This design comes from an exercise in tuning for small area and a short achievable clock period on the open sky130 flow, not from production work. The RTL was checked by simulation tests, not by an equivalence proof against the original design.

==> 12-01: inputs <==
Design FirSymmetry, start of the top module:
module FirSymmetry (
  input               io_input_valid,
  output              io_input_ready,
  input      [7:0]    io_input_payload,
  output              io_output_valid,
  input               io_output_ready,
  output     [21:0]   io_output_payload,
  input               clk,
  input               reset
);
export LEC_CHECK = 0
export CAP_MARGIN = 20
export CORE_MARGIN = 2
export CORE_UTILIZATION = 40
export CTS_BUF_LIST = sky130_fd_sc_hd__clkbuf_16 sky130_fd_sc_hd__clkbuf_8
export CTS_CLUSTER_DIAMETER = 80
export CTS_CLUSTER_SIZE = 30
export SLEW_MARGIN = 20
export SYNTH_HIERARCHICAL = 1
create_clock -name core_clock -period 18.0 [get_ports {clk}]
standard.sh (not shown) runs the stock make flow with config.mk's settings and CLKGATE_MAP_FILE= SYNTH_SCRIPT=/design/flow/synth_recipe.tcl, a recipe that flattens the netlist after the stock synthesis.
==> flow/flow/run.sh <==
#!/bin/bash
# Standard ORFS layout with three changes to how the control paths are laid out:
#  - every port buffer is a buf_2 (the resizer's default pick is a slow delay buffer),
#  - the five control pins (valid/ready/reset) are placed next to each other,
#  - before detailed placement, the shift-enable buffer tree under io_output_ready
#    is moved behind one extra buffer, so the port buffer only drives
#    io_input_ready's buffer, the io_output_valid gate and that tree buffer.
# Each step's full output is in standard.log (and ORFS's own logs under orfs/logs).
set -euo pipefail
HERE=$(pwd)
export BUFFER_PORTS_ARGS="-buffer_cell sky130_fd_sc_hd__buf_2"
export PRE_IO_PLACEMENT_TCL=$HERE/flow/io_pins.tcl
export PRE_DETAIL_PLACE_TCL=$HERE/flow/io_fix.tcl
bash standard.sh finish > standard.log 2>&1
==> flow/flow/io_pins.tcl <==
# keep the control pins together so the valid/ready paths stay short
set_io_pin_constraint -group -order -pin_names {io_input_valid reset io_output_valid io_input_ready io_output_ready}
Other scripts of this flow, unchanged in this note and not shown: flow/flow/io_fix.tcl
==> 08-26: changes against 12-01 <==
==> flow/flow/io_pins.tcl (replaced) <==
# keep the control pins together, in the middle of the left edge, so the
# valid/ready paths stay short and the shift-enable tree starts near the centre
set die [[ord::get_db_block] getDieArea]
set dbu [[ord::get_db_tech] getDbUnitsPerMicron]
set ymid [expr {([$die yMin] + [$die yMax]) / 2.0 / $dbu}]
set y0 [expr {int($ymid - 15)}]
set y1 [expr {int($ymid + 15)}]
set_io_pin_constraint -group -order -region left:$y0-$y1 \
  -pin_names {io_input_valid reset io_output_valid io_input_ready io_output_ready}
Settings changed: CORE_UTILIZATION 40 to 55, CTS_BUF_LIST sky130_fd_sc_hd__clkbuf_16 sky130_fd_sc_hd__clkbuf_8 to sky130_fd_sc_hd__clkbuf_16, CTS_CLUSTER_DIAMETER 80 to 120, CTS_CLUSTER_SIZE 30 to 25.
==> metrics.md <==
| Metric | Value |
|---|---|
| R2R setup slack | 10.40 ns |
| Crit Reg-Reg Startpoint | win[717] |
| Worst Hold Launch | win[189] |
| Clock buffers | 44 |
| Layout cell share with drive strength beyond 1 | 0.0502 |
| Peak Freq | ~0.13 GHz |
| Initial core utilization | 0.557 |
| Initial antenna violation count | 1 |
| Die Area | 0.0873 mm² |
| Status | timing/DRC/antenna clean |
the above is filed under 08-26

==> metrics.md <==
| Metric | Value |
|---|---|
| Worst Hold Launch | win[34] |
| R2R setup slack | approximately 10 ns |
| Status | timing/DRC/antenna clean |
| Initial core utilization | 0.403 |
| Layout cell share with drive strength beyond 1 | 0.0612 |
| Crit Reg-Reg Startpoint | win[715] |
| Initial antenna violation count | 2 |
the above is filed under 12-01


* * *

==> inputs of job 7499 <==
Starting RTL as in the previous note.
Settings: LEC_CHECK=0, CAP_MARGIN=20, CORE_MARGIN=2, CORE_UTILIZATION=55, CTS_BUF_LIST=sky130_fd_sc_hd__clkbuf_16, CTS_CLUSTER_DIAMETER=120, CTS_CLUSTER_SIZE=22, SLEW_MARGIN=20, SYNTH_HIERARCHICAL=1; clock period 18.0 ns.
Scripts as last shown in full above: flow/flow/run.sh
Other scripts of this flow, unchanged in this note and not shown: flow/flow/io_fix.tcl, flow/flow/io_pins.tcl
==> job 1850 (differences from job 7499) <==
Settings changed: CORE_UTILIZATION 55 to 40, CTS_CLUSTER_DIAMETER 120 to 100, CTS_CLUSTER_SIZE 22 to 25.
==> comparison table <==
quantity	job 7499	job 1850
Endpoint of the worst hold path	win[529]$_DFFE_PP_	win[83]$_DFFE_PP_
Total routing resource utilization after global routing	0.232	0.169
Flip-flop and latch share of the layout cell area	0.561	0.555
Overall via count from detail_route	18348	18561
Final period utilization	0.449	0.429
Core ar.	84000 sq um	116000 sq um
Signed area change from the synthesized netlist to the final layout	6.48%	7.70%
Outcome	complete, no violations	complete, no violations
Area fraction of clock buffers and clock inverters	0.0273	0.0282
Global-route wire length before repair	141 mm	145 mm
Tapcell Cnt	1134	1524
Worst Hold Launch	win[521]$_DFFE_PP_	win[75]$_DFFE_PP_
Number of buffers other than clock buffers in the final layout	47	45
Count of fill cells added during filler insertion	6084	9866
Die extent in x	296 um	346 um
Mean routed wirelength per cell	28.8 um	26.6 um

* * *

==> job 8777: inputs <==
Another version of the RTL of FirSymmetry (not shown whole).
export LEC_CHECK = 0
export CAP_MARGIN = 20
export CORE_MARGIN = 2
export CORE_UTILIZATION = 40
export SLEW_MARGIN = 20
export SYNTH_HIERARCHICAL = 1
create_clock -name core_clock -period 18.0 [get_ports {clk}]
==> flow/flow/io_fix.tcl <==
# Isolate the io_output_ready port buffer from the shift-enable buffer tree.
set block [ord::get_db_block]
proc driver_inst_of_net {net} {
  foreach it [$net getITerms] {
    if {[$it isOutputSignal]} { return [$it getInst] }
  }
  return ""
}
proc port_load_inst {port} {
  set bt [[ord::get_db_block] findBTerm $port]
  set net [$bt getNet]
  foreach it [$net getITerms] { return [$it getInst] }
}
proc port_driver_inst {port} {
  set bt [[ord::get_db_block] findBTerm $port]
  return [driver_inst_of_net [$bt getNet]]
}
set ibuf [port_load_inst io_output_ready]
set onet ""
foreach it [$ibuf getITerms] {
  if {[$it isOutputSignal]} { set onet [$it getNet] }
}
# cells in the fan-in of the io_output_valid and io_input_ready port buffers
set keep {}
foreach p {io_output_valid io_input_ready} {
  set ob [port_driver_inst $p]
  lappend keep [$ob getName]
  # walk back two levels of logic from the output buffer
  set frontier [list $ob]
  for {set lvl 0} {$lvl < 3} {incr lvl} {
    set next {}
    foreach inst $frontier {
      foreach it [$inst getITerms] {
        if {[$it isInputSignal]} {
          set n [$it getNet]
          if {$n eq "NULL" || $n eq ""} continue
          set d [driver_inst_of_net $n]
          if {$d ne "" && [$d getName] ne [$ibuf getName]} {
            lappend next $d
            lappend keep [$d getName]
          }
        }
      }
    }
    set frontier $next
  }
}
set loads {}
foreach it [$onet getITerms] {
  if {[$it isInputSignal]} {
    set inst [$it getInst]
    if {[lsearch -exact $keep [$inst getName]] < 0} {
      lappend loads "[$inst getName]/[[$it getMTerm] getName]"
    }
  }
}
puts "io_fix: [$ibuf getName] drives [llength [$onet getITerms]] pins; moving [llength $loads] behind a new buffer"
if {[llength $loads] > 0} {
  insert_buffer -buffer_cell sky130_fd_sc_hd__buf_12 -net [$onet getName] -load_pins $loads -buffer_name en_tree_root
}
==> flow/flow/io_pins.tcl <==
# keep the control pins together so the valid/ready paths stay short
set_io_pin_constraint -group -order -pin_names {io_input_valid reset io_output_valid io_input_ready io_output_ready}
Scripts as last shown in full above: flow/flow/run.sh
==> job 331 (differences from job 8777) <==
==> flow/flow/run.sh (replaced) <==
#!/bin/bash
# Standard ORFS layout, but with fast port buffers (buf_2 on every input and
# output port instead of the default the resizer picks).
set -euo pipefail
export BUFFER_PORTS_ARGS="-buffer_cell sky130_fd_sc_hd__buf_2"
bash standard.sh finish > standard.log 2>&1
CORE_UTILIZATION = 60   (was 40)
CTS_BUF_LIST = sky130_fd_sc_hd__clkbuf_8   (was default)
CTS_CLUSTER_SIZE = 20   (was default)
removed: flow/flow/io_fix.tcl
removed: flow/flow/io_pins.tcl
==> comparison <==
- Job 8777 aborted during detailed placement on STA-0132. Job 331 finished clean.
- Synthesized cell count is the same in job 331 and job 8777.
- In area after synthesis, job 331 and job 8777 do not differ.

## what the ideal ports hide
How much do the figures lean on ideal ports? The routed layouts below were timed once more, with nothing changed but the port constraints.
Step 1 (the two cells are an assumption about what drives the block):
set clk [get_ports {clk}]
set_driving_cell -lib_cell sky130_fd_sc_hd__clkbuf_16 $clk
set_driving_cell -lib_cell sky130_fd_sc_hd__buf_2 [delete_from_list [all_inputs] $clk]
Step 2 times the ports against the registers' clock, not the clock port: input delays grow and output delays shrink by t, the midpoint of the rising clock arrivals with the driver on.
Slacks: ideal / step 1 / step 2; pairs: ideal / step 1.
run	shift t [ns]	setup slack, ns	worst register clock-pin slew, ns	worst slew at a driven data input, ns
12-01	0.724	10.266 / 10.240 / 10.240	0.12 / 0.12	0.05
08-26	0.688	10.247 / 10.219 / 10.219	0.11 / 0.11	0.05
job 7499	0.693	9.920 / 9.940 / 9.247	0.10 / 0.10	0.05
job 1850	0.721	10.270 / 10.244 / 10.244	0.11 / 0.11	0.05
job 331	0.885	9.227 / 9.167 / 9.167	0.07 / 0.07	0.06
After both steps every run listed still meets setup and hold. For job 7499, which loses most, drivers alone change the setup slack by +0.020 ns; drivers and shift together by -0.673 ns.
